From an optimization exercise on the open Yosys and OpenROAD flow, aimed at small area; shortcuts taken in it are not production practice.
RTL that was checked went through simulation tests only; none was proved equivalent to the original.
The RTL of runs 3 and 4 was laid out without a check of its function.
Power figures rest on the tool's default switching activity, not on a simulated workload.

==> flow/design.v <==
`timescale 1ns / 1ps
module g_nand2 (input a, input b, output y); assign y = ~(a & b); endmodule
module g_nor2  (input a, input b, output y); assign y = ~(a | b); endmodule
module g_xnor2 (input a, input b, output y); assign y = ~(a ^ b); endmodule
module g_nor2b (input a, input bn, output y); assign y = ~a & bn; endmodule    
module g_nand2b(input an, input b, output y); assign y = an | ~b; endmodule    
module g_a21oi  (input a1, input a2, input b1, output y); assign y = ~((a1 & a2) | b1); endmodule
module g_o21ai  (input a1, input a2, input b1, output y); assign y = ~((a1 | a2) & b1); endmodule
module slice_p (
    input  q,       
    input  c,       
    input  b,       
    input  g,       
    input  z,       
    input  dv,      
    input  dh,      
    output d,       
    output cn,      
    output bn,      
    output gn       
);
    wire ns, bg, bp, gg, gp;
    g_xnor2 u_s  (.a(q), .b(c), .y(ns));               
    g_nand2 u_c  (.a(q), .b(c), .y(cn));
    g_nor2  u_d  (.a(ns), .b(z), .y(d));
    g_nor2  u_bg (.a(ns), .b(dv), .y(bg));             
    g_nand2 u_bp (.a(ns), .b(dv), .y(bp));             
    g_a21oi u_b  (.a1(bp), .a2(b), .b1(bg), .y(bn));
    g_nor2b  u_gg (.a(dh), .bn(q), .y(gg));            
    g_nand2b u_gp (.an(q), .b(dh), .y(gp));            
    g_a21oi  u_g  (.a1(gp), .a2(g), .b1(gg), .y(gn));
endmodule
module slice_n (
    input  q,
    input  cn,
    input  bn,
    input  gn,
    input  z,
    input  nv,      
    input  nh,      
    output d,
    output c,
    output b,
    output g
);
    wire s, bgn, bpn, ggn, gpn;
    g_xnor2 u_s  (.a(q), .b(cn), .y(s));               
    g_nor2b u_c  (.a(cn), .bn(q), .y(c));
    g_nor2b u_d  (.a(z), .bn(s), .y(d));
    g_nand2 u_bg (.a(s), .b(nv), .y(bgn));
    g_nor2  u_bp (.a(s), .b(nv), .y(bpn));
    g_o21ai u_b  (.a1(bpn), .a2(bn), .b1(bgn), .y(b));
    g_nand2 u_gg (.a(q), .b(nh), .y(ggn));
    g_nor2  u_gp (.a(q), .b(nh), .y(gpn));
    g_o21ai u_g  (.a1(gpn), .a2(gn), .b1(ggn), .y(g));
endmodule
module slice_0 (
    input  q,
    input  z,
    input  nv,
    input  nh,
    output d,
    output c,
    output b,
    output g
);
    assign c = q;
    assign d = ~(q | z);
    assign b = ~q | nv;
    assign g = q & nh;
endmodule
`timescale 1ns / 1ps
module g_a222oi (input a1, input a2, input b1, input b2, input c1, input c2, output y);
    assign y = ~((a1 & a2) | (b1 & b2) | (c1 & c2));
endmodule
module g_a22oi (input a1, input a2, input b1, input b2, output y);
    assign y = ~((a1 & a2) | (b1 & b2));
endmodule
module g_nand3 (input a, input b, input c, output y); assign y = ~(a & b & c); endmodule
module sel9 (input [8:0] s, input [8:0] d, output y);
    wire n0, n1, n2;
    g_a222oi u0 (.a1(s[0]), .a2(d[0]), .b1(s[1]), .b2(d[1]), .c1(s[2]), .c2(d[2]), .y(n0));
    g_a222oi u1 (.a1(s[3]), .a2(d[3]), .b1(s[4]), .b2(d[4]), .c1(s[5]), .c2(d[5]), .y(n1));
    g_a222oi u2 (.a1(s[6]), .a2(d[6]), .b1(s[7]), .b2(d[7]), .c1(s[8]), .c2(d[8]), .y(n2));
    g_nand3  u3 (.a(n0), .b(n1), .c(n2), .y(y));
endmodule
module sel4 (input [3:0] s, input [3:0] d, output y);
    wire n0, n1;
    g_a222oi u0 (.a1(s[0]), .a2(d[0]), .b1(s[1]), .b2(d[1]), .c1(s[2]), .c2(d[2]), .y(n0));
    g_nand2  u1 (.a(s[3]), .b(d[3]), .y(n1));
    g_nand2  u2 (.a(n0), .b(n1), .y(y));
endmodule
module sel5 (input [4:0] s, input [4:0] d, output y);
    wire n0, n1;
    g_a222oi u0 (.a1(s[0]), .a2(d[0]), .b1(s[1]), .b2(d[1]), .c1(s[2]), .c2(d[2]), .y(n0));
    g_a22oi  u1 (.a1(s[3]), .a2(d[3]), .b1(s[4]), .b2(d[4]), .y(n1));
    g_nand2  u2 (.a(n0), .b(n1), .y(y));
endmodule
module g_inv (input a, output y); assign y = ~a; endmodule
module sel3 (input [2:0] s, input [2:0] d, output y);
    wire n0;
    g_a222oi u0 (.a1(s[0]), .a2(d[0]), .b1(s[1]), .b2(d[1]), .c1(s[2]), .c2(d[2]), .y(n0));
    g_inv    u1 (.a(n0), .y(y));
endmodule
module sel2 (input [1:0] s, input [1:0] d, output y);
    wire n0;
    g_a22oi u0 (.a1(s[0]), .a2(d[0]), .b1(s[1]), .b2(d[1]), .y(n0));
    g_inv   u1 (.a(n0), .y(y));
endmodule
module g_nand4 (input a, input b, input c, input d, output y); assign y = ~(a & b & c & d); endmodule
module sel10 (input [9:0] s, input [9:0] d, output y);
    wire n0, n1, n2, n3;
    g_a222oi u0 (.a1(s[0]), .a2(d[0]), .b1(s[1]), .b2(d[1]), .c1(s[2]), .c2(d[2]), .y(n0));
    g_a222oi u1 (.a1(s[3]), .a2(d[3]), .b1(s[4]), .b2(d[4]), .c1(s[5]), .c2(d[5]), .y(n1));
    g_a222oi u2 (.a1(s[6]), .a2(d[6]), .b1(s[7]), .b2(d[7]), .c1(s[8]), .c2(d[8]), .y(n2));
    g_nand2  u3 (.a(s[9]), .b(d[9]), .y(n3));
    g_nand4  u4 (.a(n0), .b(n1), .c(n2), .d(n3), .y(y));
endmodule
`timescale 1ns / 1ps
module Axi_Lite_Uart (
    input         clock,
    input         reset,           
    input  [15:0] s_axi_awaddr,
    input         s_axi_awvalid,
    output        s_axi_awready,
    input  [31:0] s_axi_wdata,
    input         s_axi_wvalid,
    output        s_axi_wready,
    output [1:0]  s_axi_bresp,
    output        s_axi_bvalid,
    input         s_axi_bready,
    input  [15:0] s_axi_araddr,
    input         s_axi_arvalid,
    output        s_axi_arready,
    output [31:0] s_axi_rdata,
    output [1:0]  s_axi_rresp,
    output        s_axi_rvalid,
    input         s_axi_rready,
    input         RxD,
    output        TxD,
    input         CTS,
    output        RTS
);
    genvar k;
    integer i;
    reg        r_awready, r_wready, r_bvalid, r_bresp, r_arready, r_rvalid;
    reg [3:0]  r_awaddr;
    reg        r_awaddr_hz;       
    reg [3:0]  r_araddr;
    reg [31:0] r_reg1, r_reg2, r_reg3, r_rdata;
    reg        r_rx_valid_d, r_tx_ready_d, r_tx_valid, tx_empty_1d, tx_ren, tx_ren_lock;
    wire       tx_ready;          
    reg        rx_valid2;         
    wire       tx_full, tx_empty, rx_full, rx_empty;
    reg        tx_rvalid;
    reg  [7:0] rx_q;              
    assign s_axi_awready = r_awready;
    assign s_axi_wready  = r_wready;
    assign s_axi_bvalid  = r_bvalid;
    assign s_axi_bresp   = {r_bresp, 1'b0};
    assign s_axi_arready = r_arready;
    assign s_axi_rvalid  = r_rvalid;
    assign s_axi_rresp   = 2'b00;
    assign s_axi_rdata   = r_rdata;
    assign RTS           = rx_full;
    wire wen     = r_wready & s_axi_wvalid;
    wire rden    = r_rvalid & s_axi_rready;
    wire tx_wen  = r_bvalid & s_axi_bready & (s_axi_awaddr[3:0] == 4'h4);
    wire rx_wen  = rx_valid2 & ~r_rx_valid_d;
    wire rx_ren  = r_arready & s_axi_arvalid;
    wire tx_ready_pe = tx_ready & ~r_tx_ready_d;
    wire [31:0] wd  = s_axi_wdata & {32{reset}};
    wire        wra = wen & r_awaddr_hz;
    wire        we1 = ~reset | (wra & (r_awaddr == 4'h4));
    wire        we2 = ~reset | (wra & (r_awaddr == 4'h8));
    wire        we3 = ~reset | (wra & (r_awaddr == 4'hc));
    always @(posedge clock) begin
        if (we1) r_reg1 <= wd;
        if (we2) r_reg2 <= wd;
        if (we3) r_reg3 <= wd;
    end
    wire        rde = rden & r_awaddr_hz;
    wire        rse = reset & rde;
    wire        rs0 = rse & (r_araddr == 4'h0);
    wire        rs1 = rse & (r_araddr == 4'h4);
    wire        rs2 = rse & (r_araddr == 4'h8);
    wire        rs3 = rse & (r_araddr == 4'hc);
    wire        rsh = reset & ~rde;
    wire [31:0] rd_nxt;
    generate for (k = 0; k < 32; k = k + 1) begin : rdmux
        if (k < 8) begin : lo
            sel5 u (.s({rsh, rs0, rs3, rs2, rs1}),
                    .d({r_rdata[k], rx_q[k], r_reg3[k], r_reg2[k], r_reg1[k]}), .y(rd_nxt[k]));
        end else begin : hi
            sel4 u (.s({rsh, rs3, rs2, rs1}),
                    .d({r_rdata[k], r_reg3[k], r_reg2[k], r_reg1[k]}), .y(rd_nxt[k]));
        end
    end endgenerate
    always @(posedge clock) r_rdata <= rd_nxt;
    always @(posedge clock) begin
        if (~reset) begin
            r_awready   <= 1'b0;
            r_awaddr    <= 4'h0;
            r_awaddr_hz <= 1'b1;
            r_wready    <= 1'b0;
            r_bvalid    <= 1'b0;
            r_bresp     <= 1'b0;
            r_arready   <= 1'b0;
            r_araddr    <= 4'h0;
            r_rvalid    <= 1'b0;
            r_rx_valid_d <= 1'b0;
            r_tx_ready_d <= 1'b1;
            r_tx_valid  <= 1'b0;
            tx_empty_1d <= 1'b1;
            tx_ren      <= 1'b0;
            tx_ren_lock <= 1'b0;
        end else begin
            r_awready <= ~r_awready & s_axi_awvalid;
            if (r_awready & s_axi_awvalid) begin
                r_awaddr    <= s_axi_awaddr[3:0];
                r_awaddr_hz <= (s_axi_awaddr[15:4] == 12'h0);
            end
            r_wready <= ~r_wready & s_axi_wvalid;
            r_bvalid <= r_bvalid ? ~s_axi_bready : wen;
            if (~r_bvalid & wen & tx_full)
                r_bresp <= 1'b1;
            else if ((r_awready & ~r_bvalid & wen) | tx_ready)
                r_bresp <= 1'b0;
            r_arready <= ~r_arready & s_axi_arvalid;
            if (~r_arready & s_axi_arvalid)
                r_araddr <= s_axi_araddr[3:0];
            r_rvalid <= r_rvalid ? ~s_axi_rready : s_axi_arvalid;
            r_rx_valid_d <= rx_valid2;
            r_tx_ready_d <= tx_ready;
            if (~tx_empty_1d & tx_rvalid)
                r_tx_valid <= 1'b1;
            else if (tx_ready_pe)
                r_tx_valid <= 1'b0;
            tx_empty_1d <= tx_empty;
            if (tx_ren)
                tx_ren <= 1'b0;
            else if (tx_ready & ~tx_empty & ~tx_ren_lock)
                tx_ren <= 1'b1;
            if (tx_ren)
                tx_ren_lock <= 1'b1;
            else if (tx_ready_pe)
                tx_ren_lock <= 1'b0;
        end
    end
    reg rst_d1, rst_d2;
    always @(posedge clock or negedge reset) begin
        if (~reset) begin
            rst_d1 <= 1'b0;
            rst_d2 <= 1'b0;
        end else begin
            rst_d1 <= 1'b1;
            rst_d2 <= rst_d1;
        end
    end
    reg [7:0] tx_mem [0:7];
    reg [7:0] rx_mem [0:7];
    reg [3:0] tx_cnt, rx_cnt;
    reg       tx_q0;              
    reg [7:0] rx_hold;            
    assign tx_full  = tx_cnt[3];
    assign tx_empty = (tx_cnt == 4'd0);
    assign rx_full  = rx_cnt[3];
    assign rx_empty = (rx_cnt == 4'd0);
    wire tx_push = tx_wen & ~tx_full;
    wire tx_pop  = tx_ren & ~tx_empty;
    wire rx_push = rx_wen & ~rx_full;
    wire rx_pop  = rx_ren & ~rx_empty;
    wire [8:0] tx_sel, rx_sel;
    generate for (k = 0; k < 7; k = k + 1) begin : rsel
        assign tx_sel[k] = tx_pop & (tx_cnt[2:0] == k + 1);
        assign rx_sel[k] = rx_pop & (rx_cnt[2:0] == k + 1);    
    end endgenerate
    assign tx_sel[7] = tx_pop & tx_cnt[3];
    assign rx_sel[7] = rx_pop & rx_cnt[3];
    assign tx_sel[8] = ~tx_pop;
    assign rx_sel[8] = ~rx_pop & rst_d2;
    wire       tx_q0_nxt;
    wire [7:0] rx_q_nxt;
    sel9 u_tx_q0 (.s(tx_sel), .d({tx_q0, tx_mem[7][0], tx_mem[6][0], tx_mem[5][0], tx_mem[4][0],
                  tx_mem[3][0], tx_mem[2][0], tx_mem[1][0], tx_mem[0][0]}), .y(tx_q0_nxt));
    generate for (k = 0; k < 8; k = k + 1) begin : rmux
        sel9 u_rx (.s(rx_sel), .d({rx_q[k], rx_mem[7][k], rx_mem[6][k], rx_mem[5][k], rx_mem[4][k],
                   rx_mem[3][k], rx_mem[2][k], rx_mem[1][k], rx_mem[0][k]}), .y(rx_q_nxt[k]));
    end endgenerate
    always @(posedge clock) begin
        if (tx_push) begin
            tx_mem[0] <= r_reg1[7:0];
            for (i = 1; i < 8; i = i + 1) tx_mem[i] <= tx_mem[i-1];
        end
        if (rx_push) begin
            rx_mem[0] <= rx_hold;
            for (i = 1; i < 8; i = i + 1) rx_mem[i] <= rx_mem[i-1];
        end
        tx_q0 <= tx_q0_nxt;
        rx_q <= rx_q_nxt;
    end
    always @(posedge clock or negedge rst_d2) begin
        if (~rst_d2) begin
            tx_cnt    <= 4'd0;
            rx_cnt    <= 4'd0;
            tx_rvalid <= 1'b0;
        end else begin
            tx_cnt    <= tx_cnt + {3'd0, tx_push} - {3'd0, tx_pop};
            rx_cnt    <= rx_cnt + {3'd0, rx_push} - {3'd0, rx_pop};
            tx_rvalid <= tx_pop;
        end
    end
    wire [23:0] div_num   = r_reg2[23:0];
    wire [3:0]  data_bit  = r_reg2[31:28];
    wire [1:0]  stop_bit  = r_reg2[27:26];
    wire [1:0]  check_bit = r_reg2[25:24];
    wire [4:0]  sum_ds   = {1'b0, data_bit} + {3'b0, stop_bit};    
    wire [4:0]  sum_ds1  = sum_ds + 5'd1;                          
    wire [4:0]  db1      = {1'b0, data_bit} + 5'd1;                
    wire        par_none = (check_bit == 2'd0);
    wire [23:0] nl = ~div_num;
    wire        div_zero = ~|div_num;
    reg  [23:0] tx_div_cnt, rx_div_cnt;
    reg         tx_u_clk, tx_u_clk_d, rx_u_clk, rx_u_clk_d;
    wire        tx_tick = tx_u_clk & ~tx_u_clk_d;
    wire        rx_tick = rx_u_clk & ~rx_u_clk_d;
    wire        rx_clr;
    wire [23:0] tx_nxt, rx_nxt;
    wire [24:0] tx_c, rx_c, tx_b, rx_b, tx_g, rx_g;
    wire        tx_z, rx_z;
    slice_0 u_tx_s0 (.q(tx_div_cnt[0]), .z(tx_z), .nv(nl[0]), .nh(nl[1]),
        .d(tx_nxt[0]), .c(tx_c[1]), .b(tx_b[1]), .g(tx_g[1]));
    slice_0 u_rx_s0 (.q(rx_div_cnt[0]), .z(rx_z), .nv(nl[0]), .nh(nl[1]),
        .d(rx_nxt[0]), .c(rx_c[1]), .b(rx_b[1]), .g(rx_g[1]));
    generate for (k = 1; k < 24; k = k + 1) begin : slice
        wire dh = (k < 23) ? div_num[k+1] : 1'b0;
        wire nh = (k < 23) ? nl[k+1] : 1'b1;
        if (k % 2 == 1) begin : p
            slice_p u_tx (.q(tx_div_cnt[k]), .c(tx_c[k]), .b(tx_b[k]), .g(tx_g[k]), .z(tx_z),
                .dv(div_num[k]), .dh(dh), .d(tx_nxt[k]), .cn(tx_c[k+1]), .bn(tx_b[k+1]), .gn(tx_g[k+1]));
            slice_p u_rx (.q(rx_div_cnt[k]), .c(rx_c[k]), .b(rx_b[k]), .g(rx_g[k]), .z(rx_z),
                .dv(div_num[k]), .dh(dh), .d(rx_nxt[k]), .cn(rx_c[k+1]), .bn(rx_b[k+1]), .gn(rx_g[k+1]));
        end else begin : n
            slice_n u_tx (.q(tx_div_cnt[k]), .cn(tx_c[k]), .bn(tx_b[k]), .gn(tx_g[k]), .z(tx_z),
                .nv(nl[k]), .nh(nh), .d(tx_nxt[k]), .c(tx_c[k+1]), .b(tx_b[k+1]), .g(tx_g[k+1]));
            slice_n u_rx (.q(rx_div_cnt[k]), .cn(rx_c[k]), .bn(rx_b[k]), .gn(rx_g[k]), .z(rx_z),
                .nv(nl[k]), .nh(nh), .d(rx_nxt[k]), .c(rx_c[k+1]), .b(rx_b[k+1]), .g(rx_g[k+1]));
        end
    end endgenerate
    wire tx_wrap = ~((tx_c[24] & div_zero) | (tx_c[24] & tx_b[24]) | (div_zero & tx_b[24]));
    wire rx_wrap = ~((rx_c[24] & div_zero) | (rx_c[24] & rx_b[24]) | (div_zero & rx_b[24]));
    assign tx_z = tx_wrap | ~reset;
    assign rx_z = rx_clr | rx_wrap | ~reset;
    always @(posedge clock) begin
        tx_div_cnt <= tx_nxt;
        rx_div_cnt <= rx_nxt;
    end
    always @(posedge clock or negedge reset) begin
        if (~reset) begin
            tx_u_clk   <= 1'b0;
            tx_u_clk_d <= 1'b0;
            rx_u_clk   <= 1'b0;
            rx_u_clk_d <= 1'b0;
        end else begin
            tx_u_clk   <= tx_g[24];
            tx_u_clk_d <= tx_u_clk;
            rx_u_clk   <= ~rx_clr & rx_g[24];
            rx_u_clk_d <= rx_u_clk;
        end
    end
    wire       rx_valid;          
    wire [7:0] rx_data;           
    reg [2:0] ov;                 
    reg       ov_a;               
    reg       ov_lock;            
    reg       rx_valid_d;
    reg       rx_valid1;
    wire start_edge = (ov == 3'b000) & ov_a;
    wire rx_end     = ~rx_valid & rx_valid_d;
    wire lock_nxt   = rx_end ? 1'b0 : start_edge ? 1'b1 : ov_lock;
    assign rx_clr   = ~ov_lock | ~lock_nxt;
    always @(posedge clock or negedge reset) begin
        if (~reset) begin
            ov          <= 3'd0;
            ov_a        <= 1'b0;
            ov_lock     <= 1'b0;
            rx_valid_d  <= 1'b0;
            rx_valid1   <= 1'b0;
            rx_valid2   <= 1'b0;
        end else begin
            ov          <= ov_lock ? 3'b111 : {ov[1:0], RxD};
            ov_a        <= ov[2];
            ov_lock     <= lock_nxt;
            rx_valid_d  <= rx_valid;
            if (tx_tick) begin
                rx_valid1 <= rx_valid;
                rx_valid2 <= rx_valid1;
            end
        end
    end
    always @(posedge clock) begin
        if (tx_tick & rx_valid & ~rx_valid1) rx_hold <= rx_data;
    end
    reg [3:0] rx_cnt_u;
    reg [7:0] rx_sr;
    reg       rx_vld, rx_chk;
    wire [4:0] rx_cnt_inc  = {1'b0, rx_cnt_u} + 5'd1;
    wire       rx_end_frame = par_none ? (rx_cnt_u == sum_ds[3:0]) : ({1'b0, rx_cnt_u} == sum_ds1);
    wire       rx_in_data   = (rx_cnt_u != 4'd0) & (rx_cnt_u <= data_bit);
    wire       rx_at_db     = (rx_cnt_u == data_bit);
    wire       rx_at_db1    = ({1'b0, rx_cnt_u} == db1);
    assign rx_valid = rx_vld;
    assign rx_data  = rx_sr;
    wire       rsr_sh = reset & rx_tick & rx_in_data;
    wire       rsr_hd = reset & ~(rx_tick & rx_in_data);
    wire [7:0] rsr_nxt;
    wire [8:0] rsr_in = {RxD, rx_sr};
    generate for (k = 0; k < 8; k = k + 1) begin : rsr
        sel2 u (.s({rsr_hd, rsr_sh}), .d({rx_sr[k], rsr_in[k+1]}), .y(rsr_nxt[k]));
    end endgenerate
    always @(posedge clock) rx_sr <= rsr_nxt;
    always @(posedge clock or negedge reset) begin
        if (~reset) begin
            rx_cnt_u <= 4'd0;
            rx_vld   <= 1'b0;
            rx_chk   <= 1'b0;
        end else if (rx_tick) begin
            if (rx_end_frame)
                rx_cnt_u <= 4'd0;
            else if (RxD == 0 || rx_cnt_u != 4'd0)
                rx_cnt_u <= rx_cnt_inc[3:0];
            rx_vld <= (rx_at_db & par_none) |
                      (rx_at_db1 & (check_bit == 2'd1) & (RxD != rx_chk)) |
                      (rx_at_db1 & (check_bit == 2'd2) & (RxD == rx_chk));
            rx_chk <= rx_in_data & (rx_chk ^ RxD);
        end
    end
    reg       tx_out, tx_rdy, tx_chk, tx_cts;
    reg [3:0] tx_cnt_u;
    reg       tx_sr0;             
    reg [7:1] tx_sr_hi;           
    wire [7:0] tx_sr = {tx_sr_hi, tx_sr0};
    assign TxD      = tx_out;
    assign tx_ready = tx_rdy;
    wire tx_active = r_tx_valid & tx_rdy & ~tx_cts & ~CTS;
    wire [4:0] tx_cnt_inc = {1'b0, tx_cnt_u} + 5'd1;
    wire       tx_at_db   = (tx_cnt_u == data_bit);
    wire       tx_ge_db   = (tx_cnt_u >= data_bit);
    wire       tsr_sh = tx_tick & ~tx_active & ~tx_rdy & ~tx_pop;
    wire       tsr_hd = ~tx_pop & ~(tx_tick & ~tx_active & ~tx_rdy);
    wire [7:1] tsr_nxt;
    generate for (k = 1; k < 8; k = k + 1) begin : tsr
        if (k < 7) begin : m
            sel10 u (.s({tsr_hd, tsr_sh, tx_sel[7:0]}),
                     .d({tx_sr_hi[k], tx_sr_hi[k+1], tx_mem[7][k], tx_mem[6][k], tx_mem[5][k], tx_mem[4][k],
                         tx_mem[3][k], tx_mem[2][k], tx_mem[1][k], tx_mem[0][k]}), .y(tsr_nxt[k]));
        end else begin : t
            sel9 u (.s({tsr_hd, tx_sel[7:0]}),
                    .d({tx_sr_hi[k], tx_mem[7][k], tx_mem[6][k], tx_mem[5][k], tx_mem[4][k],
                        tx_mem[3][k], tx_mem[2][k], tx_mem[1][k], tx_mem[0][k]}), .y(tsr_nxt[k]));
        end
    end endgenerate
    always @(posedge clock) tx_sr_hi <= tsr_nxt;
    always @(posedge clock or negedge reset) begin
        if (~reset) begin
            tx_cts   <= 1'b1;
            tx_rdy   <= 1'b1;
            tx_cnt_u <= 4'd0;
            tx_sr0   <= 1'b0;
            tx_out   <= 1'b1;
            tx_chk   <= 1'b0;
        end else if (tx_tick) begin
            tx_cts <= CTS;
            if (tx_active)
                tx_rdy <= 1'b0;
            else if (par_none ? (tx_cnt_inc == sum_ds) : (tx_cnt_u == sum_ds[3:0]))
                tx_rdy <= 1'b1;
            if (par_none ? (tx_cnt_u == sum_ds[3:0]) : ({1'b0, tx_cnt_u} == sum_ds1))
                tx_cnt_u <= 4'd0;
            else if (!tx_rdy)
                tx_cnt_u <= tx_cnt_inc[3:0];
            if (tx_active)
                tx_sr0 <= tx_q0;
            else if (!tx_rdy)
                tx_sr0 <= tx_sr[1];
            if (tx_active)
                tx_out <= 1'b0;
            else if (tx_at_db & ~par_none)
                tx_out <= (check_bit == 2'd1) ? ~tx_chk : tx_chk;
            else if (tx_ge_db | ~tx_rdy)
                tx_out <= tx_ge_db | tx_sr0;
            else
                tx_out <= 1'b1;
            tx_chk <= ~tx_at_db & (tx_chk ^ tx_sr0);
        end
    end
endmodule
==> flow/flow/run.sh <==
#!/bin/bash
# Standard ORFS layout (the standard.sh) with two changes:
#  - port buffers use the smallest buffer cell instead of the resizer's pick;
#  - CTS clusters up to 30 sinks within 200 um and inserts no dummy loads.
# make's full output goes to standard.log; ORFS keeps per-step logs in orfs/logs.
set -euo pipefail
bash standard.sh \
  "BUFFER_PORTS_ARGS=-buffer_cell sky130_fd_sc_hd__buf_1" \
  "CTS_ARGS=-sink_clustering_enable -repair_clock_nets -dont_use_dummy_load -sink_clustering_size 20 -sink_clustering_max_diameter 120 -buf_list sky130_fd_sc_hd__clkbuf_8" \
  "ABC_LOAD_IN_FF=1" \
  finish > standard.log 2>&1
==> flow/standard.sh <==
#!/bin/bash
# synth_recipe.tcl (not shown) runs the flow's synth.tcl, then flattens the netlist and writes it again
# the make line also repeats each setting of config.mk as NAME=value (left out here)
make -C /OpenROAD-flow-scripts/flow DESIGN_CONFIG=/design/flow/config.mk WORK_HOME=/design/flow/orfs CLKGATE_MAP_FILE= SYNTH_SCRIPT=/design/flow/synth_recipe.tcl "${@:-finish}"
==> flow/config.mk <==
export PLATFORM = sky130hd
export DESIGN_NAME = Axi_Lite_Uart
export DESIGN_NICKNAME = Axi_Lite_Uart
export VERILOG_FILES = /design/flow/design.v
export SDC_FILE = /design/flow/constraint.sdc
export NUM_CORES = 4
export LEC_CHECK = 0
export CAP_MARGIN = 20
export CORE_MARGIN = 2
export CORE_UTILIZATION = 65
export SLEW_MARGIN = 20
export SYNTH_HIERARCHICAL = 1
export SYNTH_MINIMUM_KEEP_SIZE = 0
==> flow/constraint.sdc <==
create_clock -name core_clock -period 6.0 [get_ports {clock}]
set_input_delay 1.2000 -clock core_clock [delete_from_list [all_inputs] [get_ports {clock}]]
set_output_delay 1.2000 -clock core_clock [all_outputs]
set_load 0.01 [all_outputs]
==> results of run 1 <==
==> sequential cells by signal, summed over array words and instances (netlist names), 7 cells and up <==
signal	count
rx_mem	64
r_reg3	32
rx_hold	8
rx_sr	8
rx_div_cnt	24
tx_div_cnt	24
tx_mem	64
tx_sr_hi	7
rx_q	8
r_reg1	32
r_rdata	32
r_reg2	32
==> placed cells by master (no fill, tap or decap), types with 5 or more instances in the layout <==
cell type  instances
nand3_1           29
a21boi_0           5
inv_1             56
nor2b_1           84
nor2_1           121
buf_1             99
nand2_1          197
nor3_1            14
o21ai_1           45
xnor2_1           59
clkbuf_8          23
edfxtp_1         232
nand2b_1          31
dfrtp_1           35
ha_1              25
xor2_1            14
buf_4             14
nand4_1           11
o21ai_0           16
and2_0            38
dfxtp_1          125
a21o_1             7
conb_1             8
a21oi_1           65
nor4_1            11
mux2i_1            6
a22oi_1           16
a222oi_1          80
==> routing by layer <==
| metal | vias up | share of wire (%) | track usage, % |
|---|---|---|---|
| met1 | 5337 | 43 | 34.71 |
| met3 | 47 | 5.3 | 2.903 |
| met4 | 0 | 2.0 | 5.752 |
| met5 | - | 0 | 0 |
| li1 | 5304 | - | - |
| met2 | 315 | 50 | 44.16 |
==> kinds of logic after synthesis <==
logic type,after synthesis,synth area share [%]
other,2,0.04574
xor gates and xnor gates,75,4.176
and+or+nand+nor,559,16.32
adders and majority gates,30,2.393
buffers and inverters,79,1.958
AOI/OAI and AO/OA,256,11.26
DFF,395,63.48
muxes,6,0.3658
==> power by group through the flow <==
stage | Combinational, mW | Sequential (mW) | Clock, mW
after floorplan | 0.443 | 3.16 | 0
after global placement | 0.549 | 3.21 | 0
after detailed placement | 0.572 | 3.21 | 0
after CTS | 0.575 | 3.15 | 1.13
after global routing | 0.652 | 3.18 | 1.21
final | 0.573 | 3.16 | 1.09
==> layout make-up <==
cell class / count / area, um2
Tap cell: 330 / 412.9
Multi-Input combinational cell: 934 / 5727
Timing Repair Buffer: 115 / 504.2
Fill cell: 1867 / 7362
Inverter: 58 / 217.7
Clock buffer: 23 / 316.6
Sequential cell: 395 / 10420
==> per-module statistics from Yosys (local to each module, per instance), a selection <==
| module | cells | copies in the design |
|---|---|---|
| g_nand4 | 1 | 6 |
| g_inv | 1 | 8 |
| g_nand2b | 1 | 24 |
| g_o21ai | 1 | 44 |
| g_a21oi | 1 | 48 |
| slice_0 | 4 | 2 |
==> repair_timing <==
action,4_1_cts,5_1_grt
buffers inserted,0,1
hold buffers,0,0
endpoints found under the setup margin,0,16
==> per-stage QoR <==
stage          worst slack, ps  total power [mW]  util [%]  instance area, um2
3_5_place_dp             393.1             3.785     69.21               17280
2_1_floorplan             1285             3.601         -               16440
3_3_place_gp             501.4             3.755     69.21               17280
5_1_grt                  181.4             5.039     70.51               17600
6_report                 766.3             4.816     70.51               17600
4_1_cts                  327.9             4.855     70.48               17590
==> path summary, 6_finish.rpt <==
path,from,to,depth (start not counted),slack (ps)
setup / recovery,tx_div_cnt[0]$_DFF_P_,tx_div_cnt[11]$_DFF_P_,29,770
hold / removal,rst_d2$_DFF_PN0_,tx_rvalid$_DFF_PN0_,0,190
setup reg to reg,tx_div_cnt[0]$_DFF_P_,tx_div_cnt[11]$_DFF_P_,29,770
hold reg to reg,rst_d2$_DFF_PN0_,tx_rvalid$_DFF_PN0_,0,190
min in group core_clock,rst_d1$_DFF_PN0_,rst_d2$_DFF_PN0_,0,380
max in group asynchronous,reset,ov_a$_DFF_PN0_,2,4450
==> flow_metrics.env, run 1 <==
export IMPL_yosysMostFrequentCell="edfxtp_1"
export IMPL_cp_max_fo=19
export IMPL_fin_nets=1628
export IMPL_cts_tree="done"
export IMPL_fmax_mhz=191.1
export IMPL_pwr_share_seq_pct=65.5
export IMPL_drt_iter0_drc=1147
export IMPL_gp_congestion=0.8299
export IMPL_dp_cells=1831
export IMPL_setup_tns_ps=0
export IMPL_drt_first_pass_iters=6
export IMPL_yosys_cell_types_count=58
export IMPL_synth_cells=1402
export IMPL_syn_to_final_growth_pct=7.201
export IMPL_synthTopCellsByArea="edfxtp_1 42%, dfxtp_1 15%, dfrtp_1 5.3%"
export IMPL_slew_headroom_pct=27.95
export IMPL_die_w_um=162.9
export IMPL_viasPerCell=5.932
export IMPL_power_density_mw_per_mm2=273.6
export IMPL_p_sw_share_pct=25.26
export IMPL_critPathLaunchType="flip-flop"
export IMPL_hpwl_um=23860
export IMPL_slowest_stage="dfxtp_1"
export IMPL_finalSetupViolCount=0
export IMPL_cp_top_family="simple AND/OR/NAND/NOR gates"
export IMPL_clkSlewWorstSetupHoldPaths_ps=120
export IMPL_drv_slew=0
export IMPL_grt_use_total_pct=25.41
export IMPL_rows=58
export IMPL_cpPeakStageDelay_ps=430
export IMPL_numClockSinks=395
export IMPL_synth_top_area_share_pct=42.43
export IMPL_die_h_um=162.9
export IMPL_yosysSeqAreaShare_pct=63.48
export IMPL_post_route_period_util_pct=87.23
export IMPL_drc_errors=0
export IMPL_intPower_mw=3.599
export IMPL_syn_area_per_cell_um2=11.71
export IMPL_grt_pass1_vias=10510
export IMPL_crit_required_ps=6430
export IMPL_drv_cap=0
export IMPL_ir_worst_vdd_v=0.0002768
export IMPL_io_pins=116
export IMPL_clk_insertion_delay_late_ps=580
export IMPL_worstSetupPathType="flip-flop to flip-flop"
export IMPL_netlist_top_cells_count="232 x edfxtp_1, 197 x nand2_1, 125 x dfxtp_1, 122 x nor2_1, 84 x nor2b_1"
export IMPL_vias=11000
export IMPL_crit_top_cell="nand2_1"
export IMPL_ys_flop_type="edfxtp_1"
export IMPL_end_kind="flip-flop"
export IMPL_async_flop_share_pct=9.620
export IMPL_cts_inserted_buffers=23
export IMPL_ant_nets=0
export IMPL_period_needed_ps=5234
export IMPL_leakage_nw=6.334
export IMPL_clockRootBuffer="clkbuf_8"
export IMPL_pwr_share_clk_pct=22.6
export IMPL_worst_pin_slew_ps=1080
export IMPL_wl_um=33750
export IMPL_hold_worst_slack_ps=185.2
export IMPL_io_buffers=100
export IMPL_core_area_mm2=0.02496
export IMPL_grt_max_degree=65
export IMPL_synth_edf_count=232
export IMPL_wl_per_cell_um=18.20
export IMPL_hold_class="flip-flop to async pin"
export IMPL_htreeDepth=1
export IMPL_cts_max_path_buffers=3
export IMPL_crit_buf_inv=1
export IMPL_cts_repair_resized=0
export IMPL_arrival_ps=5670
export IMPL_grt_overflow_total=0
export IMPL_antenna_found_initial=0
export IMPL_start_util_pct=65.77
export IMPL_status="no timing/DRC/antenna violations"
export IMPL_fin_cells=1855
export IMPL_synth_top_cell_by_area="edfxtp_1"
export IMPL_finalHoldViolCount=0
export IMPL_ys_ff_latch=395
export IMPL_rsz0062_at_grt="false"
export IMPL_syn_cell_area_mm2=0.01642
export IMPL_combPwrFrac_pct=11.9
export IMPL_grt_pass1_wl_um=53140
export IMPL_num_antenna_cells=0
export IMPL_drive_gt1_share_pct=3.672
export IMPL_power_switching_mw=1.216
export IMPL_skew_ps=41.75
export IMPL_dieArea_mm2=0.02655
export IMPL_synth_warnings=9
==> inputs of run 2 (changes only) <==
--- a/flow/flow/run.sh
+++ b/flow/flow/run.sh
@@ -7,5 +7,5 @@
 bash standard.sh \
   "BUFFER_PORTS_ARGS=-buffer_cell sky130_fd_sc_hd__buf_1" \
-  "CTS_ARGS=-sink_clustering_enable -repair_clock_nets -dont_use_dummy_load -sink_clustering_size 20 -sink_clustering_max_diameter 120 -buf_list sky130_fd_sc_hd__clkbuf_8" \
+  "CTS_ARGS=-sink_clustering_enable -repair_clock_nets -dont_use_dummy_load -sink_clustering_size 30 -sink_clustering_max_diameter 200" \
   "ABC_LOAD_IN_FF=1" \
   finish > standard.log 2>&1
==> flow_metrics.env, run 2 <==
export IMPL_io_buffers=100
export IMPL_grt_max_degree=65
export IMPL_p_sw_share_pct=24.76
export IMPL_drt_first_pass_iters=7
export IMPL_cts_hold_buf=0
export IMPL_wl_um=33910
export IMPL_crit_top_cell="nand2_1"
export IMPL_intPower_mw=3.765
export IMPL_dp_cells=1831
export IMPL_period_needed_ps=5205
export IMPL_crit_buf_inv=1
export IMPL_drt_iter0_drc=1250
export IMPL_io_pins=116
export IMPL_drive_gt1_share_pct=3.292
export IMPL_ys_flop_type="edfxtp_1"
export IMPL_hold_class="flip-flop to async pin"
export IMPL_fmax_mhz=192.1
export IMPL_fin_nets=1622
export IMPL_clkSlewWorstSetupHoldPaths_ps=110
export IMPL_hold_worst_slack_ps=185.4
export IMPL_async_flop_share_pct=9.620
export IMPL_syn_cell_area_mm2=0.01642
export IMPL_syn_area_per_cell_um2=11.71
export IMPL_place_ws_ps=393.1
export IMPL_synth_top_area_share_pct=42.43
export IMPL_final_cell_mix="232 x edfxtp_1, 197 x nand2_1, 125 x dfxtp_1"
export IMPL_drc_errors=0
export IMPL_clockRootBuffer="clkbuf_16"
export IMPL_layout_commonest_cell="edfxtp_1"
export IMPL_yosysSeqAreaShare_pct=63.48
export IMPL_ff_latch_area_mm2=0.01042
export IMPL_drv_slew=0
export IMPL_yosysMostFrequentCell="edfxtp_1"
export IMPL_viasPerCell=5.923
export IMPL_netlist_top_cells_count="232 x edfxtp_1, 197 x nand2_1, 125 x dfxtp_1, 122 x nor2_1, 84 x nor2b_1"
export IMPL_gp_congestion=0.8299
export IMPL_skew_ps=91.06
export IMPL_critPathLaunchType="flip-flop"
export IMPL_cpPeakStageDelay_ps=420
export IMPL_finalHoldViolCount=0
export IMPL_die_w_um=162.9
export IMPL_leakage_nw=6.378
export IMPL_cp_max_fo=8
export IMPL_cts_max_path_buffers=3
export IMPL_core_area_mm2=0.02496
export IMPL_start_util_pct=65.77
export IMPL_synth_edf_count=232
export IMPL_num_antenna_cells=0
export IMPL_largestRegisters="rx_mem x64, tx_mem x64"
export IMPL_cts_inserted_buffers=17
export IMPL_die_h_um=162.9
export IMPL_clk_insertion_delay_late_ps=530
export IMPL_power_density_mw_per_mm2=282.5
export IMPL_grt_use_total_pct=25.60
export IMPL_nFillCells=1844
export IMPL_fin_cells=1849
export IMPL_rows=58
export IMPL_pwr_share_seq_pct=63.1
export IMPL_grt_overflow_total=0
export IMPL_hpwl_um=23860
export IMPL_htreeDepth=1
export IMPL_post_route_period_util_pct=86.75
export IMPL_synthTopCellsByArea="edfxtp_1 42%, dfxtp_1 15%, dfrtp_1 5.3%"
export IMPL_antenna_found_initial=0
export IMPL_setup_tns_ps=0
export IMPL_numClockSinks=395
export IMPL_combPwrFrac_pct=11.5
export IMPL_slew_headroom_pct=24.27
export IMPL_cts_tree="done"
export IMPL_synth_top_cell_by_area="edfxtp_1"
export IMPL_grt_pass1_wl_um=53570
export IMPL_wl_per_cell_um=18.34
export IMPL_grt_pass1_vias=10570
export IMPL_final_util_pct=70.95
export IMPL_status="no timing/DRC/antenna violations"
export IMPL_finalSetupViolCount=0
export IMPL_slowest_stage="dfxtp_1"
export IMPL_setup_slack_ps=795.2
export IMPL_end_kind="flip-flop"
export IMPL_synth_cells=1402
export IMPL_dieArea_mm2=0.02655
export IMPL_synth_warnings=9
export IMPL_ant_nets=0
export IMPL_cp_top_family="simple AND/OR/NAND/NOR gates"
export IMPL_yosys_cell_types_count=58
export IMPL_worst_pin_slew_ps=1127
export IMPL_multiInputGateArea_mm2=0.005727
export IMPL_rsz0062_at_grt="false"
export IMPL_syn_to_final_growth_pct=7.864
export IMPL_power_switching_mw=1.239
export IMPL_crit_required_ps=6450
export IMPL_vias=10950
export IMPL_ys_ff_latch=395
export IMPL_drv_cap=0
export IMPL_r2r_slack_ps=800
export IMPL_arrival_ps=5650
export IMPL_worstSetupPathType="flip-flop to flip-flop"
export IMPL_pwr_share_clk_pct=25.4
export IMPL_ir_worst_vdd_v=0.0002623
[run 2: modules after synthesis (local to each module, per instance), excerpt]
| module | flops+latches | times used |
|---|---|---|
| g_nor2 | 0 | 92 |
| g_nand4 | 0 | 6 |
| g_a222oi | 0 | 80 |
| g_a21oi | 0 | 48 |
| g_o21ai | 0 | 44 |
| g_a22oi | 0 | 16 |
| g_inv | 0 | 8 |
| g_nand3 | 0 | 10 |
| g_nand2 | 0 | 154 |
| g_nor2b | 0 | 68 |
| g_xnor2 | 0 | 46 |
| slice_0 | 0 | 2 |
| g_nand2b | 0 | 24 |
| Axi_Lite_Uart | 395 | 1 |
[run 2: what timing repair did]
| item | in CTS | in global routing |
|---|---|---|
| endpoints found under the setup margin | 0 | 16 |
| gates resized for setup | 0 | 0 |
| buffers inserted | 0 | 1 |
[run 2: cell families after synthesis]
group	after synthesis	synth area share [%]
adder cells (fa/ha/maj)	30	2.393
flip-flops	395	63.48
AND/OR/NAND/NOR	559	16.32
XOR/XNOR	75	4.176
buffers and inverters	79	1.958
other	2	0.04574
AO/OA/AOI/OAI	256	11.26
multiplexers	6	0.3658
[run 2: power groups by stage]
stage	Clock [mW]	Combinational [mW]	Sequential, mW
after detailed placement	0	0.572	3.21
after global placement	0	0.549	3.21
after global routing	1.39	0.655	3.18
final	1.27	0.577	3.16
after floorplan	0	0.443	3.16
after CTS	1.30	0.578	3.15
[run 2: final cells by class]
| type | instances | area share [%] |
|---|---|---|
| flip-flops and latches | 395 | 58.86 |
| well taps | 330 | 2.331 |
| clock buffers | 17 | 2.402 |
| multi-input cells | 934 | 32.33 |
| repair buffers | 115 | 2.847 |
| inverters | 58 | 1.229 |
[run 2: final timing paths]
check,start,to,cells past startpoint
max,rx_div_cnt[0]$_DFF_P_,rx_div_cnt[1]$_DFF_P_,29
min,rst_d2$_DFF_PN0_,tx_rvalid$_DFF_PN0_,0
max reg2reg,rx_div_cnt[0]$_DFF_P_,rx_div_cnt[1]$_DFF_P_,29
min reg2reg,rst_d2$_DFF_PN0_,tx_rvalid$_DFF_PN0_,0
max in group asynchronous,reset,ov_lock$_DFF_PN0_,2
min in group core_clock,rst_d1$_DFF_PN0_,rst_d2$_DFF_PN0_,0
[run 2: per-layer routing]
metal / wire, um / vias to the layer above / track usage (%) / share of wire, %
met5: 0 / - / 0 / 0
met2: 16910 / 304 / 44.80 / 50
met1: 14690 / 5304 / 35.02 / 43
met3: 1704 / 43 / 2.827 / 5.0
li1: - / 5300 / - / -
met4: 610 / 0 / 5.270 / 1.8
[run 2: stage by stage]
stage	instance area, um2	power, mW
floorplan	16440	3.601
global route	17710	5.228
CTS	17700	5.031
global placement	17280	3.755
detailed placement	17280	3.785
finish	17710	5.004
==> inputs of run 3 (changes only) <==
--- a/flow/design.v
+++ b/flow/design.v
@@ -145,9 +145,9 @@
     integer i;
     reg        r_awready, r_wready, r_bvalid, r_bresp, r_arready, r_rvalid;
-    reg [3:0]  r_awaddr;
+    reg [1:0]  r_awsel;           
     reg        r_awaddr_hz;       
-    reg [3:0]  r_araddr;
+    reg [2:0]  r_arsel;           
     reg [31:0] r_reg1, r_reg2, r_reg3, r_rdata;
-    reg        r_rx_valid_d, r_tx_ready_d, r_tx_valid, tx_empty_1d, tx_ren, tx_ren_lock;
+    reg        r_rx_valid_d, r_tx_ready_d, tx_ren, tx_ren_lock;
     wire       tx_ready;          
     reg        rx_valid2;         
@@ -170,9 +170,10 @@
     wire rx_ren  = r_arready & s_axi_arvalid;
     wire tx_ready_pe = tx_ready & ~r_tx_ready_d;
+    wire r_tx_valid = tx_ren_lock & ~tx_ren & ~tx_rvalid;
     wire [31:0] wd  = s_axi_wdata & {32{reset}};
     wire        wra = wen & r_awaddr_hz;
-    wire        we1 = ~reset | (wra & (r_awaddr == 4'h4));
-    wire        we2 = ~reset | (wra & (r_awaddr == 4'h8));
-    wire        we3 = ~reset | (wra & (r_awaddr == 4'hc));
+    wire        we1 = ~reset | (wra & (r_awsel == 2'd1));
+    wire        we2 = ~reset | (wra & (r_awsel == 2'd2));
+    wire        we3 = ~reset | (wra & (r_awsel == 2'd3));
     always @(posedge clock) begin
         if (we1) r_reg1 <= wd;
@@ -182,8 +183,8 @@
     wire        rde = rden & r_awaddr_hz;
     wire        rse = reset & rde;
-    wire        rs0 = rse & (r_araddr == 4'h0);
-    wire        rs1 = rse & (r_araddr == 4'h4);
-    wire        rs2 = rse & (r_araddr == 4'h8);
-    wire        rs3 = rse & (r_araddr == 4'hc);
+    wire        rs0 = rse & r_arsel[2];
+    wire        rs1 = rse & (r_arsel == 3'd1);
+    wire        rs2 = rse & (r_arsel == 3'd2);
+    wire        rs3 = rse & (r_arsel == 3'd3);
     wire        rsh = reset & ~rde;
     wire [31:0] rd_nxt;
@@ -201,5 +202,5 @@
         if (~reset) begin
             r_awready   <= 1'b0;
-            r_awaddr    <= 4'h0;
+            r_awsel     <= 2'd0;
             r_awaddr_hz <= 1'b1;
             r_wready    <= 1'b0;
@@ -207,10 +208,8 @@
             r_bresp     <= 1'b0;
             r_arready   <= 1'b0;
-            r_araddr    <= 4'h0;
+            r_arsel     <= 3'd4;
             r_rvalid    <= 1'b0;
             r_rx_valid_d <= 1'b0;
             r_tx_ready_d <= 1'b1;
-            r_tx_valid  <= 1'b0;
-            tx_empty_1d <= 1'b1;
             tx_ren      <= 1'b0;
             tx_ren_lock <= 1'b0;
@@ -218,5 +217,7 @@
             r_awready <= ~r_awready & s_axi_awvalid;
             if (r_awready & s_axi_awvalid) begin
-                r_awaddr    <= s_axi_awaddr[3:0];
+                r_awsel     <= (s_axi_awaddr[3:0] == 4'h4) ? 2'd1 :
+                               (s_axi_awaddr[3:0] == 4'h8) ? 2'd2 :
+                               (s_axi_awaddr[3:0] == 4'hc) ? 2'd3 : 2'd0;
                 r_awaddr_hz <= (s_axi_awaddr[15:4] == 12'h0);
             end
@@ -229,13 +230,11 @@
             r_arready <= ~r_arready & s_axi_arvalid;
             if (~r_arready & s_axi_arvalid)
-                r_araddr <= s_axi_araddr[3:0];
+                r_arsel  <= (s_axi_araddr[3:0] == 4'h0) ? 3'd4 :
+                            (s_axi_araddr[3:0] == 4'h4) ? 3'd1 :
+                            (s_axi_araddr[3:0] == 4'h8) ? 3'd2 :
+                            (s_axi_araddr[3:0] == 4'hc) ? 3'd3 : 3'd0;
             r_rvalid <= r_rvalid ? ~s_axi_rready : s_axi_arvalid;
             r_rx_valid_d <= rx_valid2;
             r_tx_ready_d <= tx_ready;
-            if (~tx_empty_1d & tx_rvalid)
-                r_tx_valid <= 1'b1;
-            else if (tx_ready_pe)
-                r_tx_valid <= 1'b0;
-            tx_empty_1d <= tx_empty;
             if (tx_ren)
                 tx_ren <= 1'b0;
--- a/flow/flow/run.sh
+++ b/flow/flow/run.sh
@@ -7,5 +7,5 @@
 bash standard.sh \
   "BUFFER_PORTS_ARGS=-buffer_cell sky130_fd_sc_hd__buf_1" \
-  "CTS_ARGS=-sink_clustering_enable -repair_clock_nets -dont_use_dummy_load -sink_clustering_size 30 -sink_clustering_max_diameter 200" \
+  "CTS_ARGS=-sink_clustering_enable -repair_clock_nets -dont_use_dummy_load -sink_clustering_size 20 -sink_clustering_max_diameter 120 -buf_list sky130_fd_sc_hd__clkbuf_8" \
   "ABC_LOAD_IN_FF=1" \
   finish > standard.log 2>&1
==> flow_metrics.env, run 3 <==
export IMPL_leakage_nw=6.251
export IMPL_syn_to_final_growth_pct=7.266
export IMPL_nFillCells=1779
export IMPL_async_flop_share_pct=9.744
export IMPL_arrival_ps=5760
export IMPL_core_area_mm2=0.02446
export IMPL_power_density_mw_per_mm2=290.6
export IMPL_yosysMostFrequentCell="edfxtp_1"
export IMPL_drt_iter0_drc=1262
export IMPL_hold_class="flip-flop to async pin"
export IMPL_yosys_area_share_simple_pct=16.69
export IMPL_crit_required_ps=6500
export IMPL_rows=57
export IMPL_start_util_pct=66.66
export IMPL_cts_max_path_buffers=3
export IMPL_worst_pin_slew_ps=1100
export IMPL_netlist_top_cells_count="232 x edfxtp_1, 191 x nand2_1, 129 x nor2_1, 120 x dfxtp_1, 80 x a222oi_1"
export IMPL_post_route_period_util_pct=87.65
export IMPL_multiInputGateArea_mm2=0.005734
export IMPL_drv_slew=0
export IMPL_dieArea_mm2=0.02637
export IMPL_antenna_found_initial=1
export IMPL_synthTopCellsByArea="edfxtp_1 43%, dfxtp_1 15%, dfrtp_1 5.4%"
export IMPL_placed_area_mm2=0.01715
export IMPL_status="no timing/DRC/antenna violations"
export IMPL_grt_max_degree=65
export IMPL_fin_nets=1622
export IMPL_finalSetupViolCount=0
export IMPL_final_util_pct=71.51
export IMPL_io_buffers=100
export IMPL_yosysSeqAreaShare_pct=63.31
export IMPL_num_antenna_cells=0
export IMPL_io_pins=116
export IMPL_synth_adder_area_share_pct=2.409
export IMPL_synth_top_area_share_pct=42.72
export IMPL_synth_compound_area_share_pct=11.42
export IMPL_slowest_stage="dfxtp_1"
export IMPL_cpPeakStageDelay_ps=440
export IMPL_synth_warnings=9
export IMPL_synth_top_cell_by_area="edfxtp_1"
export IMPL_r2r_start="rx_div_cnt[0]$_DFF_P_"
export IMPL_vias=11050
export IMPL_rsz0062_at_grt="false"
export IMPL_end_kind="flip-flop"
export IMPL_synth_top_family_by_area="simple AND/OR/NAND/NOR gates"
export IMPL_period_needed_ps=5259
export IMPL_clkSlewWorstSetupHoldPaths_ps=120
export IMPL_clockRootBuffer="clkbuf_8"
export IMPL_ant_nets=0
export IMPL_cts_inserted_buffers=23
export IMPL_fmax_mhz=190.1
export IMPL_ff_latch_area_mm2=0.01032
export IMPL_finalHoldViolCount=0
export IMPL_numClockSinks=390
export IMPL_largestRegisters="rx_mem x64, tx_mem x64"
export IMPL_grt_pass1_wl_um=54310
export IMPL_synth_xor_area_share_pct=3.898
export IMPL_wl_per_cell_um=18.52
export IMPL_postLayoutCellArea_mm2=0.01749
export IMPL_slew_headroom_pct=26.12
export IMPL_layout_commonest_cell="edfxtp_1"
export IMPL_worstSetupPathType="flip-flop to flip-flop"
export IMPL_final_cell_mix="232 x edfxtp_1, 191 x nand2_1, 126 x nor2_1"
export IMPL_skew_ps=49.10
export IMPL_wl_um=34130
export IMPL_ys_flop_type="edfxtp_1"
export IMPL_grt_pass1_vias=10660
export IMPL_cts_tree="done"
export IMPL_synth_cells=1398
export IMPL_syn_area_per_cell_um2=11.66
export IMPL_drt_first_pass_iters=8
export IMPL_grt_overflow_total=0
export IMPL_synthMuxAreaShare_pct=0.1995
export IMPL_ys_ff_latch=390
export IMPL_hold_worst_slack_ps=210.5
export IMPL_die_h_um=162.4
export IMPL_setup_tns_ps=0
export IMPL_critPathLaunchType="flip-flop"
export IMPL_drv_cap=0
export IMPL_hpwl_um=23700
export IMPL_grt_use_total_pct=25.97
export IMPL_syn_cell_area_mm2=0.01631
export IMPL_gp_congestion=0.8236
export IMPL_ir_worst_vdd_v=0.0002373
export IMPL_die_w_um=162.4
export IMPL_startpoint="rx_div_cnt[0]$_DFF_P_"
export IMPL_synth_edf_count=232
export IMPL_clk_insertion_delay_late_ps=580
export IMPL_viasPerCell=5.993
export IMPL_drive_gt1_share_pct=4.082
export IMPL_yosys_cell_types_count=58
export IMPL_htreeDepth=1
export IMPL_cp_max_fo=5
export IMPL_drc_errors=0
==> run 3: cell count changes after synthesis, moves of 4 or more <==
cell | before | now
nand2b_1 | 31 | 37
nor2b_1 | 84 | 77
nand3_1 | 29 | 20
dfxtp_1 | 125 | 120
a21boi_0 | 5 | 0
nor2_1 | 122 | 129
xor2_1 | 14 | 10
and3_1 | 2 | 7
mux2i_1 | 6 | 1
nand2_1 | 197 | 191
a21o_1 | 7 | 3
==> run 3: per-module statistics from Yosys (local to each module, per instance), a selection <==
module | flip-flops and latches | cell area [um2]
g_nand4 | 0 | 6.256
Axi_Lite_Uart | 390 | 12860
g_nand3 | 0 | 5.005
g_o21ai | 0 | 5.005
g_xnor2 | 0 | 8.758
g_nor2 | 0 | 3.754
slice_0 | 0 | 23.77
g_nand2 | 0 | 3.754
g_nor2b | 0 | 6.256
==> run 3: cells by family after synthesis <==
logic type	count (synthesis)
and+or+nand+nor	563
DFF	390
AOI/OAI and AO/OA	258
buffers and inverters	81
xor gates and xnor gates	71
adders and majority gates	30
muxes	3
other	2
==> run 3: worst paths after layout <==
kind	endpoint	slack, ps	depth (start not counted)
max in group asynchronous	tx_out$_DFFE_PN1P_	4280	2
min	tx_cnt[2]$_DFF_PN0_	210	0
min reg2reg	tx_cnt[2]$_DFF_PN0_	210	0
max reg2reg	rx_div_cnt[22]$_DFF_P_	740	29
min in group core_clock	rst_d2$_DFF_PN0_	380	0
max	rx_div_cnt[22]$_DFF_P_	740	29
==> run 3: layout make-up <==
| class | count | area share, % |
|---|---|---|
| multi-input cells | 933 | 32.78 |
| flip-flops and latches | 390 | 59.02 |
| well taps | 324 | 2.318 |
| inverters | 60 | 1.288 |
| clock buffers | 23 | 1.810 |
| repair buffers | 113 | 2.783 |
==> run 3: what timing repair did <==
action,CTS,global route
buffers inserted,0,1
endpoints found under the setup margin,0,13
hold buffers,0,0
resized for setup,0,0
==> run 3: metal layers <==
| layer | routed length [um] | up-vias | GRT usage [%] | part of all wire [%] |
|---|---|---|---|---|
| li1 | - | 5337 | - | - |
| met4 | 910 | 0 | 7.643 | 2.7 |
| met5 | 0 | - | 0 | 0 |
| met1 | 14620 | 5337 | 36.16 | 43 |
| met2 | 16830 | 320 | 44.12 | 49 |
| met3 | 1769 | 52 | 2.419 | 5.2 |
==> run 3: report_power, final <==
part	switching [mW]	leakage, nW	internal (mW)	total (mW)
registers	0.202	3.59	3.02	3.22
logic	0.437	2.50	0.331	0.767
clock network	0.746	0.165	0.347	1.09
total	1.38	6.25	3.70	5.08
==> run 3: through the flow <==
step	cells	power, mW	setup WS (ps)
finish	1843	5.083	740.7
detailed placement	1819	4.037	563.0
CTS	1842	5.108	462.0
global route	1843	5.322	168.6
global placement	1819	3.986	713.2
floorplan	1404	3.783	1285
==> run 3: critical path: cells and delay by family, from the launching register on <==
| kind | cells | cell delay, ps |
|---|---|---|
| xor gates and xnor gates | 1 | 200 |
| AOI/OAI and AO/OA | 1 | 170 |
| buffers and inverters | 1 | 230 |
| adders and majority gates | 1 | 190 |
| and+or+nand+nor | 25 | 3920 |
| DFF | 1 | 440 |
==> inputs of run 4 (changes only) <==
--- a/flow/flow/run.sh
+++ b/flow/flow/run.sh
@@ -7,5 +7,5 @@
 bash standard.sh \
   "BUFFER_PORTS_ARGS=-buffer_cell sky130_fd_sc_hd__buf_1" \
-  "CTS_ARGS=-sink_clustering_enable -repair_clock_nets -dont_use_dummy_load -sink_clustering_size 20 -sink_clustering_max_diameter 120 -buf_list sky130_fd_sc_hd__clkbuf_8" \
+  "CTS_ARGS=-sink_clustering_enable -repair_clock_nets -dont_use_dummy_load -sink_clustering_size 16 -sink_clustering_max_diameter 100 -buf_list sky130_fd_sc_hd__clkbuf_8" \
   "ABC_LOAD_IN_FF=1" \
   finish > standard.log 2>&1
==> flow_metrics.env, run 4 <==
export IMPL_syn_area_per_cell_um2=11.66
export IMPL_core_area_mm2=0.02446
export IMPL_drc_errors=0
export IMPL_ant_nets=0
export IMPL_leakage_nw=6.287
export IMPL_power_density_mw_per_mm2=295.2
export IMPL_cpPeakStageDelay_ps=430
export IMPL_synth_warnings=9
export IMPL_skew_ps=49.29
export IMPL_place_ws_ps=563.0
export IMPL_largestRegisters="rx_mem x64, tx_mem x64"
export IMPL_clkSlewWorstSetupHoldPaths_ps=100
export IMPL_status="no timing/DRC/antenna violations"
export IMPL_antenna_found_initial=1
export IMPL_start_util_pct=66.66
export IMPL_io_buffers=100
export IMPL_cp_max_fo=5
export IMPL_ys_ff_latch=390
export IMPL_hold_worst_slack_ps=210.7
export IMPL_r2r_start="rx_div_cnt[0]$_DFF_P_"
export IMPL_syn_cell_area_mm2=0.01631
export IMPL_grt_use_total_pct=26.12
export IMPL_synthTopCellsByArea="edfxtp_1 43%, dfxtp_1 15%, dfrtp_1 5.4%"
export IMPL_setup_slack_ps=707.4
export IMPL_numClockSinks=390
export IMPL_dieArea_mm2=0.02637
export IMPL_slowest_stage="dfxtp_1"
export IMPL_die_w_um=162.4
export IMPL_synth_cells=1398
export IMPL_finalHoldViolCount=0
export IMPL_grt_pass1_wl_um=54650
export IMPL_drv_slew=0
export IMPL_setup_tns_ps=0
export IMPL_hpwl_um=23700
export IMPL_final_cell_mix="232 x edfxtp_1, 191 x nand2_1, 126 x nor2_1"
export IMPL_cts_tree="done"
export IMPL_drt_first_pass_iters=6
export IMPL_grt_pass1_vias=10770
export IMPL_rsz0062_at_grt="false"
export IMPL_gp_congestion=0.8236
export IMPL_r2r_slack_ps=710
export IMPL_drt_iter0_drc=1231
export IMPL_die_h_um=162.4
export IMPL_dp_cells=1819
export IMPL_ir_worst_vdd_v=0.0002056
export IMPL_drv_cap=0
export IMPL_crit_required_ps=6520
export IMPL_clockRootBuffer="clkbuf_8"
export IMPL_period_needed_ps=5293
export IMPL_worstSetupPathType="flip-flop to flip-flop"
export IMPL_fmax_mhz=188.9
export IMPL_p_sw_share_pct=27.31
export IMPL_critPathLaunchType="flip-flop"
export IMPL_grt_max_degree=65
export IMPL_async_flop_share_pct=9.744
export IMPL_viasPerCell=6.009
export IMPL_arrival_ps=5810
export IMPL_grt_overflow_total=0
export IMPL_drive_gt1_share_pct=4.396
export IMPL_startpoint="rx_div_cnt[0]$_DFF_P_"
export IMPL_slew_headroom_pct=26.00
export IMPL_end_kind="flip-flop"
export IMPL_ys_flop_type="edfxtp_1"
export IMPL_pwr_share_seq_pct=62.2
export IMPL_syn_to_final_growth_pct=7.688
export IMPL_hold_class="flip-flop to async pin"
export IMPL_fin_cells=1848
export IMPL_postLayoutCellArea_mm2=0.01756
export IMPL_io_pins=116
export IMPL_num_antenna_cells=0
export IMPL_vias=11110
export IMPL_finalSetupViolCount=0
export IMPL_post_route_period_util_pct=88.21
export IMPL_power_switching_mw=1.416
export IMPL_htreeDepth=1
export IMPL_rows=57
export IMPL_cts_max_path_buffers=3
export IMPL_cts_inserted_buffers=28
export IMPL_yosys_cell_types_count=58
export IMPL_pwr_share_clk_pct=23.0
export IMPL_yosysMostFrequentCell="edfxtp_1"
export IMPL_layout_commonest_cell="edfxtp_1"
export IMPL_wl_per_cell_um=18.64
export IMPL_r2r_end="rx_div_cnt[22]$_DFF_P_"
export IMPL_clk_insertion_delay_late_ps=600
export IMPL_synth_edf_count=232
export IMPL_yosysSeqAreaShare_pct=63.31
export IMPL_netlist_top_cells_count="232 x edfxtp_1, 191 x nand2_1, 129 x nor2_1, 120 x dfxtp_1, 80 x a222oi_1"
export IMPL_synth_top_cell_by_area="edfxtp_1"
export IMPL_combPwrFrac_pct=14.9
export IMPL_synth_top_area_share_pct=42.72
export IMPL_intPower_mw=3.769
export IMPL_placed_area_mm2=0.01715
export IMPL_r2r_cells=29
export IMPL_wl_um=34450
export IMPL_fin_nets=1627
export IMPL_worst_pin_slew_ps=1101
-- run 4: cell counts after synthesis --
Identical to the previous run, type by type.
-- run 4: worst max-delay path by stage --
stage / end / slack [ps] / cells past startpoint
final: rx_div_cnt[22]$_DFF_P_ / 710 / 29
after global routing: rx_div_cnt[22]$_DFF_P_ / 170 / 29
after CTS: rx_div_cnt[7]$_DFF_P_ / 470 / 29
after detailed placement: rx_div_cnt[2]$_DFF_P_ / 560 / 29
after global placement: rx_div_cnt[8]$_DFF_P_ / 710 / 29
after floorplan: rx_div_cnt[10]$_DFF_P_ / 1290 / 29
-- run 4: timing repair --
action,in CTS,in global routing
hold buffers,0,0
endpoints found under the hold margin,0,0
gates resized for setup,0,0
setup buffers,0,1
endpoints found under the setup margin,0,13
-- run 4: logic make-up (layout without fill, tap and decap cells) --
kind of cell / count (synthesis) / after routing / synth area share (%)
muxes: 3 / 3 / 0.1995
AOI/OAI and AO/OA: 258 / 258 / 11.42
xor gates and xnor gates: 71 / 71 / 3.898
adders and majority gates: 30 / 30 / 2.409
buffers and inverters: 81 / 201 / 2.033
other: 2 / 8 / 0.04605
DFF: 390 / 390 / 63.31
and+or+nand+nor: 563 / 563 / 16.69
-- run 4: worst max-delay path: cells and delay by family, from the launching register on --
kind | cells | cell delay (ps)
adder cells (fa/ha/maj) | 1 | 190
XOR/XNOR | 1 | 200
buffers and inverters | 1 | 240
AO/OA/AOI/OAI | 1 | 170
flip-flops | 1 | 430
AND/OR/NAND/NOR | 25 | 4010
-- run 4: per-module statistics from Yosys, one instance, submodules excluded, excerpt --
module	flops+latches	cell area [um2]	copies in the design	cells inside
g_inv	0	3.754	8	1
g_nor2	0	3.754	92	1
g_nand2b	0	6.256	24	1
g_o21ai	0	5.005	44	1
g_a22oi	0	7.507	16	1
g_nand3	0	5.005	10	1
slice_0	0	23.77	2	4
g_nand2	0	3.754	154	1
-- run 4: final cells by class --
class	count	area (um2)
fill	1776	6902
tap	324	405.4
timing repair buffer	113	486.7
sequential	390	10320
clock buffer	28	385.4
multi-input combinational	933	5734
inverter	60	225.2
-- run 4: power groups by stage --
| stage | Combinational (mW) | Clock, mW | Sequential (mW) |
|---|---|---|---|
| 2_1_floorplan | 0.589 | 0 | 3.19 |
| 3_3_place_gp | 0.719 | 0 | 3.27 |
| 3_5_place_dp | 0.761 | 0 | 3.28 |
| 4_1_cts | 0.765 | 1.22 | 3.22 |
| 5_1_grt | 0.858 | 1.32 | 3.25 |
| 6_report | 0.770 | 1.19 | 3.22 |
-- run 4: metal layers --
metal | track usage [%] | wire (um) | vias to the layer above
met1 | 35.80 | 14780 | 5388
met5 | 0 | 0 | -
met2 | 44.93 | 17040 | 324
met3 | 2.979 | 1886 | 50
li1 | - | - | 5343
met4 | 6.959 | 737 | 0
-- run 4: stage by stage --
| step | total power [mW] | utilization, % |
|---|---|---|
| floorplan | 3.783 | - |
| global placement | 3.986 | 70.12 |
| detailed placement | 4.037 | 70.12 |
| CTS | 5.198 | 71.69 |
| global route | 5.423 | 71.79 |
| finish | 5.184 | 71.79 |

## afterwards: timing with drivers on the ports
The results above use ideal ports. As a check the final layouts listed here were re-extracted and re-timed, cells and wires unchanged. Step 1 assumes that a clkbuf_16 drives the clock port and a buf_2 every other input. Step 2 adds t to the input delays and takes it off the output delays; t is the mean of the earliest and latest rising clock arrival at the registers after step 1. Input paths then give back, and output paths get back, about the clock's delay inside the block. a / b / c = no drivers / after step 1 / after step 2; a / b = the first two.
run | t (ns) | setup WS [ns] | worst setup path at the end
run 1 | 0.605 | 0.766 / 0.766 / 0.766 | register to register
run 2 | 0.537 | 0.795 / 0.795 / 0.795 | register to register
run 3 | 0.601 | 0.741 / 0.741 / 0.741 | register to register
run 4 | 0.619 | 0.707 / 0.707 / 0.707 | register to register
After both steps setup and hold are still met in every run listed.
